Background: an optimization exercise with open tools, aiming at small area. Do not read the settings as production practice.
Where RTL was checked, it was by simulation tests only, not by an equivalence proof against the original.
Power figures rest on the tool's default switching activity, not on a simulated workload.

==> inputs of run Z <==
==> flow/design.v <==
module ALUSystem(
input[2:0] RF_O1Sel,
input[2:0] RF_O2Sel,
input[1:0] RF_FunSel,
input[3:0] RF_RSel,
input[3:0] RF_TSel,
input[3:0] ALU_FunSel,
input[1:0] ARF_OutASel,
input[1:0] ARF_OutBSel,
input[1:0] ARF_FunSel,
input[3:0] ARF_RSel,
input      IR_LH,
input      IR_Enable,
input[1:0] IR_FunSel,
input      Mem_WR,
input      Mem_CS,
input[1:0] MuxASel,
input[1:0] MuxBSel,
input      MuxCSel,
input      Clock,
input [7:0] Mem_RData,
output [7:0] RF_O1,
output [7:0] RF_O2,
output [7:0] ALU_Out,
output [3:0] ALU_FlagOut,
output [7:0] ARF_OutA,
output [7:0] ARF_OutB,
output [15:0] IR_Out,
output [7:0] MuxAOut,
output [7:0] MuxBOut,
output [7:0] MuxCOut
);
    wire [7:0] MemOut = (~Mem_WR & ~Mem_CS) ? Mem_RData : 8'h00;
    reg [7:0] ma, mb, mc;
    reg [7:0] alu;
    reg fc, fo;
    reg [7:0] T1, T2, T3, T4, R1, R2, R3, R4;
    reg [2:0] o1s, o2s;
    wire [7:0] rf_ldv = ma & {8{RF_FunSel[0]}};
    wire [7:0] T1_d;
    cnt8 c_T1(.q(T1), .cnt(RF_TSel[3] & RF_FunSel[1]), .ld(RF_TSel[3] & ~RF_FunSel[1]), .up(RF_FunSel[0]), .v(rf_ldv), .d(T1_d));
    wire [7:0] T2_d;
    cnt8 c_T2(.q(T2), .cnt(RF_TSel[2] & RF_FunSel[1]), .ld(RF_TSel[2] & ~RF_FunSel[1]), .up(RF_FunSel[0]), .v(rf_ldv), .d(T2_d));
    wire [7:0] T3_d;
    cnt8 c_T3(.q(T3), .cnt(RF_TSel[1] & RF_FunSel[1]), .ld(RF_TSel[1] & ~RF_FunSel[1]), .up(RF_FunSel[0]), .v(rf_ldv), .d(T3_d));
    wire [7:0] T4_d;
    cnt8 c_T4(.q(T4), .cnt(RF_TSel[0] & RF_FunSel[1]), .ld(RF_TSel[0] & ~RF_FunSel[1]), .up(RF_FunSel[0]), .v(rf_ldv), .d(T4_d));
    wire [7:0] R1_d;
    cnt8 c_R1(.q(R1), .cnt(RF_RSel[3] & RF_FunSel[1]), .ld(RF_RSel[3] & ~RF_FunSel[1]), .up(RF_FunSel[0]), .v(rf_ldv), .d(R1_d));
    wire [7:0] R2_d;
    cnt8 c_R2(.q(R2), .cnt(RF_RSel[2] & RF_FunSel[1]), .ld(RF_RSel[2] & ~RF_FunSel[1]), .up(RF_FunSel[0]), .v(rf_ldv), .d(R2_d));
    wire [7:0] R3_d;
    cnt8 c_R3(.q(R3), .cnt(RF_RSel[1] & RF_FunSel[1]), .ld(RF_RSel[1] & ~RF_FunSel[1]), .up(RF_FunSel[0]), .v(rf_ldv), .d(R3_d));
    wire [7:0] R4_d;
    cnt8 c_R4(.q(R4), .cnt(RF_RSel[0] & RF_FunSel[1]), .ld(RF_RSel[0] & ~RF_FunSel[1]), .up(RF_FunSel[0]), .v(rf_ldv), .d(R4_d));
    always @(posedge Clock) begin
        T1 <= T1_d;
        T2 <= T2_d;
        T3 <= T3_d;
        T4 <= T4_d;
        R1 <= R1_d;
        R2 <= R2_d;
        R3 <= R3_d;
        R4 <= R4_d;
        o1s <= RF_O1Sel;
        o2s <= RF_O2Sel;
    end
    wire [7:0] o1h = 8'd1 << o1s;
    wire [7:0] o2h = 8'd1 << o2s;
    wire [7:0] rf_o1 = (T1 & {8{o1h[0]}}) | (T2 & {8{o1h[1]}}) | (T3 & {8{o1h[2]}}) | (T4 & {8{o1h[3]}})
                     | (R1 & {8{o1h[4]}}) | (R2 & {8{o1h[5]}}) | (R3 & {8{o1h[6]}}) | (R4 & {8{o1h[7]}});
    wire [7:0] rf_o2 = (T1 & {8{o2h[0]}}) | (T2 & {8{o2h[1]}}) | (T3 & {8{o2h[2]}}) | (T4 & {8{o2h[3]}})
                     | (R1 & {8{o2h[4]}}) | (R2 & {8{o2h[5]}}) | (R3 & {8{o2h[6]}}) | (R4 & {8{o2h[7]}});
    reg [7:0] AR, SP, PCP, PC;
    reg [1:0] oas, obs;
    wire [7:0] arf_ldv = mb & {8{ARF_FunSel[0]}};
    wire [7:0] PC_d;
    cnt8 c_PC(.q(PC), .cnt(ARF_RSel[3] & ARF_FunSel[1]), .ld(ARF_RSel[3] & ~ARF_FunSel[1]), .up(~ARF_FunSel[0]), .v(arf_ldv), .d(PC_d));
    wire [7:0] AR_d;
    cnt8 c_AR(.q(AR), .cnt(ARF_RSel[2] & ARF_FunSel[1]), .ld(ARF_RSel[2] & ~ARF_FunSel[1]), .up(~ARF_FunSel[0]), .v(arf_ldv), .d(AR_d));
    wire [7:0] SP_d;
    cnt8 c_SP(.q(SP), .cnt(ARF_RSel[1] & ARF_FunSel[1]), .ld(ARF_RSel[1] & ~ARF_FunSel[1]), .up(~ARF_FunSel[0]), .v(arf_ldv), .d(SP_d));
    wire [7:0] PCP_d;
    cnt8 c_PCP(.q(PCP), .cnt(ARF_RSel[0] & ARF_FunSel[1]), .ld(ARF_RSel[0] & ~ARF_FunSel[1]), .up(~ARF_FunSel[0]), .v(arf_ldv), .d(PCP_d));
    always @(posedge Clock) begin
        PC <= PC_d;
        AR <= AR_d;
        SP <= SP_d;
        PCP <= PCP_d;
        oas <= ARF_OutASel;
        obs <= ARF_OutBSel;
    end
    wire [3:0] oah = 4'd1 << oas;
    wire [3:0] obh = 4'd1 << obs;
    wire [7:0] arf_a = (AR & {8{oah[0]}}) | (SP & {8{oah[1]}}) | (PCP & {8{oah[2]}}) | (PC & {8{oah[3]}});
    wire [7:0] arf_b = (AR & {8{obh[0]}}) | (SP & {8{obh[1]}}) | (PCP & {8{obh[2]}}) | (PC & {8{obh[3]}});
    reg [15:0] ir;
    wire ir_cnt = IR_Enable & IR_FunSel[1];
    wire ir_ldl = IR_Enable & ~IR_FunSel[1] & ~(IR_FunSel[0] & IR_LH);
    wire ir_ldh = IR_Enable & ~IR_FunSel[1] & ~(IR_FunSel[0] & ~IR_LH);
    wire [7:0] ir_ldv = MemOut & {8{IR_FunSel[0]}};
    wire [15:0] ir_d;
    wire ir_tl, ir_th;
    cnt8 c_irl(.q(ir[7:0]), .cnt(ir_cnt), .ld(ir_ldl), .up(IR_FunSel[0]), .v(ir_ldv), .d(ir_d[7:0]));
    assign ir_th = ir_cnt & (IR_FunSel[0] ? &ir[7:0] : ~|ir[7:0]);
    cnt8 c_irh(.q(ir[15:8]), .cnt(ir_th), .ld(ir_ldh), .up(IR_FunSel[0]), .v(ir_ldv), .d(ir_d[15:8]));
    always @(posedge Clock) ir <= ir_d;
    always @(posedge Clock) begin
        case (MuxASel)
            2'd0: ma <= alu; 2'd1: ma <= MemOut; 2'd2: ma <= ir[7:0]; default: ma <= arf_a;
        endcase
        case (MuxBSel)
            2'd0: mb <= alu; 2'd1: mb <= MemOut; 2'd2: mb <= ir[7:0]; default: mb <= arf_a;
        endcase
        mc <= MuxCSel ? arf_a : rf_o1;
    end
    wire [7:0] A = mc;
    wire [7:0] B = rf_o2;
    wire [3:0] F = ALU_FunSel;
    reg [3:0] lut;
    always @* begin
        case (F)
            4'b0000: lut = 4'b1100;  
            4'b0001: lut = 4'b1010;  
            4'b0010: lut = 4'b0011;  
            4'b0011: lut = 4'b0101;  
            4'b0100: lut = 4'b0110;  
            4'b0101: lut = 4'b1001;  
            4'b0110: lut = 4'b1001;  
            4'b0111: lut = 4'b1000;  
            4'b1000: lut = 4'b1110;  
            4'b1001: lut = 4'b0111;  
            4'b1010: lut = 4'b0110;  
            default: lut = 4'b0000;
        endcase
    end
    wire [7:0] lu;
    wire [8:0] cy;
    assign cy[0] = F[0];
    genvar g;
    generate for (g = 0; g < 8; g = g + 1) begin : gbit
        assign lu[g] = lut[{A[g], B[g]}];
        assign cy[g+1] = lu[g] ? cy[g] : A[g];
    end endgenerate
    wire [7:0] sum = lu ^ cy[7:0];
    wire [7:0] shl = {A[6:0], 1'b0};
    wire [7:0] shr = {(F == 4'b1110) ? A[7] : (F == 4'b1111) ? fc : 1'b0, A[7:1]};
    reg [7:0] r;
    reg c, o;
    always @* begin
        c = fc;
        o = fo;
        case (F)
            4'b0100: begin r = sum; c = cy[8]; o = cy[8]; end
            4'b0101: begin r = sum; c = cy[8] & (|B); o = c ^ sum[7]; end
            4'b0110: r = cy[8] ? A : 8'h00;
            4'b1011: begin r = shl; c = A[7]; end
            4'b1100: begin r = shr; c = A[0]; end
            4'b1101: r = shl;
            4'b1110: r = shr;
            4'b1111: begin r = shr; c = A[0]; end
            default: r = lu;
        endcase
    end
    always @(posedge Clock) begin
        alu <= r;
        fc <= c;
        fo <= o;
    end
    assign RF_O1 = rf_o1;
    assign RF_O2 = rf_o2;
    assign ALU_Out = alu;
    assign ALU_FlagOut = {~|alu, fc, alu[7], fo};
    assign ARF_OutA = arf_a;
    assign ARF_OutB = arf_b;
    assign IR_Out = ir;
    assign MuxAOut = ma;
    assign MuxBOut = mb;
    assign MuxCOut = mc;
endmodule
module cnt8(input [7:0] q, input cnt, input ld, input up, input [7:0] v, output [7:0] d);
    wire nld;
    wire [8:0] tc;       
    wire [7:0] mn;       
    assign tc[0] = cnt;
    g_inv u_nld(.a(ld), .y(nld));
    genvar i;
    generate for (i = 0; i < 8; i = i + 1) begin : b
        g_a22oi u_m(.a1(q[i]), .a2(nld), .b1(v[i]), .b2(ld), .y(mn[i]));
        if (i % 2 == 0) begin : ev
            wire x;
            g_xnor2 u_d(.a(mn[i]), .b(tc[i]), .y(d[i]));
            if (i < 7) begin : c
                g_xnor2 u_x(.a(q[i]), .b(up), .y(x));
                g_nand2 u_t(.a(tc[i]), .b(x), .y(tc[i+1]));
            end
        end else begin : od
            wire nx;
            g_xor2 u_d(.a(mn[i]), .b(tc[i]), .y(d[i]));
            if (i < 7) begin : c
                g_xor2 u_x(.a(q[i]), .b(up), .y(nx));
                g_nor2 u_t(.a(tc[i]), .b(nx), .y(tc[i+1]));
            end
        end
    end endgenerate
endmodule
module g_inv(input a, output y);
    assign y = ~a;
endmodule
module g_nand2(input a, input b, output y);
    assign y = ~(a & b);
endmodule
module g_nor2(input a, input b, output y);
    assign y = ~(a | b);
endmodule
module g_xor2(input a, input b, output y);
    assign y = a ^ b;
endmodule
module g_xnor2(input a, input b, output y);
    assign y = ~(a ^ b);
endmodule
module g_a22oi(input a1, input a2, input b1, input b2, output y);
    assign y = ~((a1 & a2) | (b1 & b2));
endmodule
==> flow/flow/run.sh <==
#!/bin/bash
# Own layout flow: the standard layout (standard.sh), changed in three ways:
#  - synthesis maps the logic with an area-oriented ABC script (flow/abc_area.script);
#    everything else in synthesis, registers included, is the standard synthesis;
#  - every input and output port gets a buffer of the smallest buffer cell, buf_1;
#  - the clock tree uses small clock buffers and no dummy loads.
# Each tool's full output goes to a log file of its own in this folder.
set -euo pipefail
W=$PWD

# Synthesis: the standard scripts, with only the ABC area script replaced.
rm -rf "$W/own_scripts"
cp -r "$FLOW_HOME/scripts" "$W/own_scripts"
cp "$W/flow/abc_area.script" "$W/own_scripts/abc_area.script"
bash standard.sh SCRIPTS_DIR="$W/own_scripts" ABC_AREA=1 synth > "$W/synth.log" 2>&1

# The rest of the standard layout.
bash standard.sh \
  "BUFFER_PORTS_ARGS=-buffer_cell sky130_fd_sc_hd__buf_1" \
  "CTS_ARGS=-sink_clustering_enable -repair_clock_nets -dont_use_dummy_load -buf_list {sky130_fd_sc_hd__clkbuf_4 sky130_fd_sc_hd__clkbuf_8}" \
  finish > "$W/layout.log" 2>&1
==> flow/flow/abc_area.script <==
strash
&get -n
&fraig -x
&put
scorr
dc2
strash
&get -n
&dch -f
&nf -R 1000
&put
&get -n
&dch -f
&nf -R 1000
&put
&get -n
&dch -f
&nf -R 1000
&put
&get -n
&dch -f
&nf -R 1000
&put
&get -n
&dch -f
&nf -R 1000
&put
&get -n
&dch -f
&nf -R 1000
&put
&get -n
&dch -f
&nf -R 1000
&put
&get -n
&dch -f
&nf -R 1000
&put
==> flow/standard.sh <==
#!/bin/bash
# synth_recipe.tcl (not shown) runs the flow's synth.tcl, then flattens the netlist and writes it again
# the make line also repeats each setting of config.mk as NAME=value (left out here)
make -C /OpenROAD-flow-scripts/flow DESIGN_CONFIG=/design/flow/config.mk WORK_HOME=/design/flow/orfs CLKGATE_MAP_FILE= SYNTH_SCRIPT=/design/flow/synth_recipe.tcl "${@:-finish}"
==> flow/config.mk <==
export PLATFORM = sky130hd
export DESIGN_NAME = ALUSystem
export DESIGN_NICKNAME = ALUSystem
export VERILOG_FILES = /design/flow/design.v
export SDC_FILE = /design/flow/constraint.sdc
export NUM_CORES = 4
export LEC_CHECK = 0
export ABC_AREA = 1
export CAP_MARGIN = 20
export CORE_MARGIN = 2
export CORE_UTILIZATION = 40
export SLEW_MARGIN = 20
export SYNTH_HIERARCHICAL = 1
export SYNTH_MINIMUM_KEEP_SIZE = 0
==> flow/constraint.sdc <==
create_clock -name core_clock -period 4.5 [get_ports {Clock}]
set_input_delay 0.9000 -clock core_clock [delete_from_list [all_inputs] [get_ports {Clock}]]
set_output_delay 0.9000 -clock core_clock [all_outputs]
set_load 0.01 [all_outputs]
==> run C (differences from run Z) <==
==> flow/design.v, changed modules only <==
module ALUSystem(
input[2:0] RF_O1Sel,
input[2:0] RF_O2Sel,
input[1:0] RF_FunSel,
input[3:0] RF_RSel,
input[3:0] RF_TSel,
input[3:0] ALU_FunSel,
input[1:0] ARF_OutASel,
input[1:0] ARF_OutBSel,
input[1:0] ARF_FunSel,
input[3:0] ARF_RSel,
input      IR_LH,
input      IR_Enable,
input[1:0] IR_FunSel,
input      Mem_WR,
input      Mem_CS,
input[1:0] MuxASel,
input[1:0] MuxBSel,
input      MuxCSel,
input      Clock,
input [7:0] Mem_RData,
output [7:0] RF_O1,
output [7:0] RF_O2,
output [7:0] ALU_Out,
output [3:0] ALU_FlagOut,
output [7:0] ARF_OutA,
output [7:0] ARF_OutB,
output [15:0] IR_Out,
output [7:0] MuxAOut,
output [7:0] MuxBOut,
output [7:0] MuxCOut
);
    function [7:0] nxt8(input [7:0] q, input ld, input [7:0] ldv, input cnt, input dn);
        reg [7:0] x, t;
        integer i;
        begin
            x = q ^ {8{dn}};
            t[0] = cnt;
            for (i = 1; i < 8; i = i + 1) t[i] = t[i-1] & x[i-1];
            nxt8 = ld ? ldv : (q ^ t);
        end
    endfunction
    wire [7:0] MemOut = (~Mem_WR & ~Mem_CS) ? Mem_RData : 8'h00;
    reg [7:0] ma, mb, mc;
    reg [7:0] alu;
    reg fc, fo;
    reg [7:0] T1, T2, T3, T4, R1, R2, R3, R4;
    reg [2:0] o1s, o2s;
    wire rf_dn = ~RF_FunSel[0];
    wire [7:0] rf_ldv = ma & {8{RF_FunSel[0]}};
    always @(posedge Clock) begin
        T1 <= nxt8(T1, RF_TSel[3] & ~RF_FunSel[1], rf_ldv, RF_TSel[3] & RF_FunSel[1], rf_dn);
        T2 <= nxt8(T2, RF_TSel[2] & ~RF_FunSel[1], rf_ldv, RF_TSel[2] & RF_FunSel[1], rf_dn);
        T3 <= nxt8(T3, RF_TSel[1] & ~RF_FunSel[1], rf_ldv, RF_TSel[1] & RF_FunSel[1], rf_dn);
        T4 <= nxt8(T4, RF_TSel[0] & ~RF_FunSel[1], rf_ldv, RF_TSel[0] & RF_FunSel[1], rf_dn);
        R1 <= nxt8(R1, RF_RSel[3] & ~RF_FunSel[1], rf_ldv, RF_RSel[3] & RF_FunSel[1], rf_dn);
        R2 <= nxt8(R2, RF_RSel[2] & ~RF_FunSel[1], rf_ldv, RF_RSel[2] & RF_FunSel[1], rf_dn);
        R3 <= nxt8(R3, RF_RSel[1] & ~RF_FunSel[1], rf_ldv, RF_RSel[1] & RF_FunSel[1], rf_dn);
        R4 <= nxt8(R4, RF_RSel[0] & ~RF_FunSel[1], rf_ldv, RF_RSel[0] & RF_FunSel[1], rf_dn);
        o1s <= RF_O1Sel;
        o2s <= RF_O2Sel;
    end
    wire [7:0] o1h = 8'd1 << o1s;
    wire [7:0] o2h = 8'd1 << o2s;
    wire [7:0] rf_o1 = (T1 & {8{o1h[0]}}) | (T2 & {8{o1h[1]}}) | (T3 & {8{o1h[2]}}) | (T4 & {8{o1h[3]}})
                     | (R1 & {8{o1h[4]}}) | (R2 & {8{o1h[5]}}) | (R3 & {8{o1h[6]}}) | (R4 & {8{o1h[7]}});
    wire [7:0] rf_o2 = (T1 & {8{o2h[0]}}) | (T2 & {8{o2h[1]}}) | (T3 & {8{o2h[2]}}) | (T4 & {8{o2h[3]}})
                     | (R1 & {8{o2h[4]}}) | (R2 & {8{o2h[5]}}) | (R3 & {8{o2h[6]}}) | (R4 & {8{o2h[7]}});
    reg [7:0] AR, SP, PCP, PC;
    reg [1:0] oas, obs;
    wire arf_dn = ARF_FunSel[0];
    wire [7:0] arf_ldv = mb & {8{ARF_FunSel[0]}};
    always @(posedge Clock) begin
        PC  <= nxt8(PC,  ARF_RSel[3] & ~ARF_FunSel[1], arf_ldv, ARF_RSel[3] & ARF_FunSel[1], arf_dn);
        AR  <= nxt8(AR,  ARF_RSel[2] & ~ARF_FunSel[1], arf_ldv, ARF_RSel[2] & ARF_FunSel[1], arf_dn);
        SP  <= nxt8(SP,  ARF_RSel[1] & ~ARF_FunSel[1], arf_ldv, ARF_RSel[1] & ARF_FunSel[1], arf_dn);
        PCP <= nxt8(PCP, ARF_RSel[0] & ~ARF_FunSel[1], arf_ldv, ARF_RSel[0] & ARF_FunSel[1], arf_dn);
        oas <= ARF_OutASel;
        obs <= ARF_OutBSel;
    end
    wire [3:0] oah = 4'd1 << oas;
    wire [3:0] obh = 4'd1 << obs;
    wire [7:0] arf_a = (AR & {8{oah[0]}}) | (SP & {8{oah[1]}}) | (PCP & {8{oah[2]}}) | (PC & {8{oah[3]}});
    wire [7:0] arf_b = (AR & {8{obh[0]}}) | (SP & {8{obh[1]}}) | (PCP & {8{obh[2]}}) | (PC & {8{obh[3]}});
    reg [15:0] ir;
    reg [15:0] ir_t, ir_x;
    integer k;
    wire ir_cnt = IR_Enable & IR_FunSel[1];
    wire ir_ldl = IR_Enable & ~IR_FunSel[1] & ~(IR_FunSel[0] & IR_LH);
    wire ir_ldh = IR_Enable & ~IR_FunSel[1] & ~(IR_FunSel[0] & ~IR_LH);
    wire [7:0] ir_ldv = MemOut & {8{IR_FunSel[0]}};
    always @* begin
        ir_x = ir ^ {16{~IR_FunSel[0]}};
        ir_t[0] = ir_cnt;
        for (k = 1; k < 16; k = k + 1) ir_t[k] = ir_t[k-1] & ir_x[k-1];
    end
    always @(posedge Clock) begin
        ir[7:0] <= ir_ldl ? ir_ldv : (ir[7:0] ^ ir_t[7:0]);
        ir[15:8] <= ir_ldh ? ir_ldv : (ir[15:8] ^ ir_t[15:8]);
    end
    always @(posedge Clock) begin
        case (MuxASel)
            2'd0: ma <= alu; 2'd1: ma <= MemOut; 2'd2: ma <= ir[7:0]; default: ma <= arf_a;
        endcase
        case (MuxBSel)
            2'd0: mb <= alu; 2'd1: mb <= MemOut; 2'd2: mb <= ir[7:0]; default: mb <= arf_a;
        endcase
        mc <= MuxCSel ? arf_a : rf_o1;
    end
    wire [7:0] A = mc;
    wire [7:0] B = rf_o2;
    wire [3:0] F = ALU_FunSel;
    reg [3:0] lut;
    always @* begin
        case (F)
            4'b0000: lut = 4'b1100;  
            4'b0001: lut = 4'b1010;  
            4'b0010: lut = 4'b0011;  
            4'b0011: lut = 4'b0101;  
            4'b0100: lut = 4'b0110;  
            4'b0101: lut = 4'b1001;  
            4'b0110: lut = 4'b1001;  
            4'b0111: lut = 4'b1000;  
            4'b1000: lut = 4'b1110;  
            4'b1001: lut = 4'b0111;  
            4'b1010: lut = 4'b0110;  
            default: lut = 4'b0000;
        endcase
    end
    wire [7:0] lu;
    wire [8:0] cy;
    assign cy[0] = F[0];
    genvar g;
    generate for (g = 0; g < 8; g = g + 1) begin : gbit
        assign lu[g] = lut[{A[g], B[g]}];
        assign cy[g+1] = lu[g] ? cy[g] : A[g];
    end endgenerate
    wire [7:0] sum = lu ^ cy[7:0];
    wire [7:0] shl = {A[6:0], 1'b0};
    wire [7:0] shr = {(F == 4'b1110) ? A[7] : (F == 4'b1111) ? fc : 1'b0, A[7:1]};
    reg [7:0] r;
    reg c, o;
    always @* begin
        c = fc;
        o = fo;
        case (F)
            4'b0100: begin r = sum; c = cy[8]; o = cy[8]; end
            4'b0101: begin r = sum; c = cy[8] & (|B); o = c ^ sum[7]; end
            4'b0110: r = cy[8] ? A : 8'h00;
            4'b1011: begin r = shl; c = A[7]; end
            4'b1100: begin r = shr; c = A[0]; end
            4'b1101: r = shl;
            4'b1110: r = shr;
            4'b1111: begin r = shr; c = A[0]; end
            default: r = lu;
        endcase
    end
    always @(posedge Clock) begin
        alu <= r;
        fc <= c;
        fo <= o;
    end
    assign RF_O1 = rf_o1;
    assign RF_O2 = rf_o2;
    assign ALU_Out = alu;
    assign ALU_FlagOut = {~|alu, fc, alu[7], fo};
    assign ARF_OutA = arf_a;
    assign ARF_OutB = arf_b;
    assign IR_Out = ir;
    assign MuxAOut = ma;
    assign MuxBOut = mb;
    assign MuxCOut = mc;
endmodule
// module cnt8 removed
// module g_inv removed
// module g_nand2 removed
// module g_nor2 removed
// module g_xor2 removed
// module g_xnor2 removed
// module g_a22oi removed
Settings changed: SYNTH_HIERARCHICAL 1 to unset, SYNTH_MINIMUM_KEEP_SIZE 0 to unset.
==> summary of the runs <==
Run C finished clean. Run Z went through all stages and came out clean.
Against run Z, the area after synthesis of run C is higher by about 1.1%.
In run Z the via count is smaller than in run C, by about 7%.
In run Z the synthesized cell count is smaller than in run C, by 11%.
Between run Z and run C, the lower first-iteration DRC count is in run Z (gap about 30%, measured against run C).
In run C the register-to-register slack is lower than in run Z, by 0.099 ns.
Between run C and run Z, the lower sequential share of layout area is in run C (gap 0.058 points).
Clock power is about the same in run C and run Z.
Between run Z and run C, the lower sequential power is in run Z (gap about 4%, measured against run C).
Of run Z and run C, run C has the higher die area (gap 1.1%, measured against run C).
No functional check of the RTL was part of run Z.

## separate check: timing with driven ports
The results above use ideal ports. As a check the final layouts listed here were re-extracted and re-timed, cells and wires unchanged. Step 1 (the two cells are an assumption about what drives the block):
set clk [get_ports {Clock}]
set_driving_cell -lib_cell sky130_fd_sc_hd__clkbuf_16 $clk
set_driving_cell -lib_cell sky130_fd_sc_hd__buf_2 [delete_from_list [all_inputs] $clk]
Step 2 moves the port delays by t, midway between the first and last clock arrival at a register: inputs arrive t later, outputs are due t later. That takes back most of the time a late clock gives input paths. Three values: no drivers, after step 1, after step 2; two values: the first two.
run | t, ns | slack for setup (ns) | hold WS [ns]
run Z | 0.489 | 0.470 / 0.473 / -0.002 | 0.492 / 0.492 / 0.492
run C | 0.484 | 0.372 / 0.372 / -0.024 | 0.529 / 0.508 / 0.535
Met with ideal ports but missed after step 2: setup timing in run Z and run C. The setup slack of run Z, which loses most, moves by +0.003 ns with the drivers and by -0.472 ns with both steps.
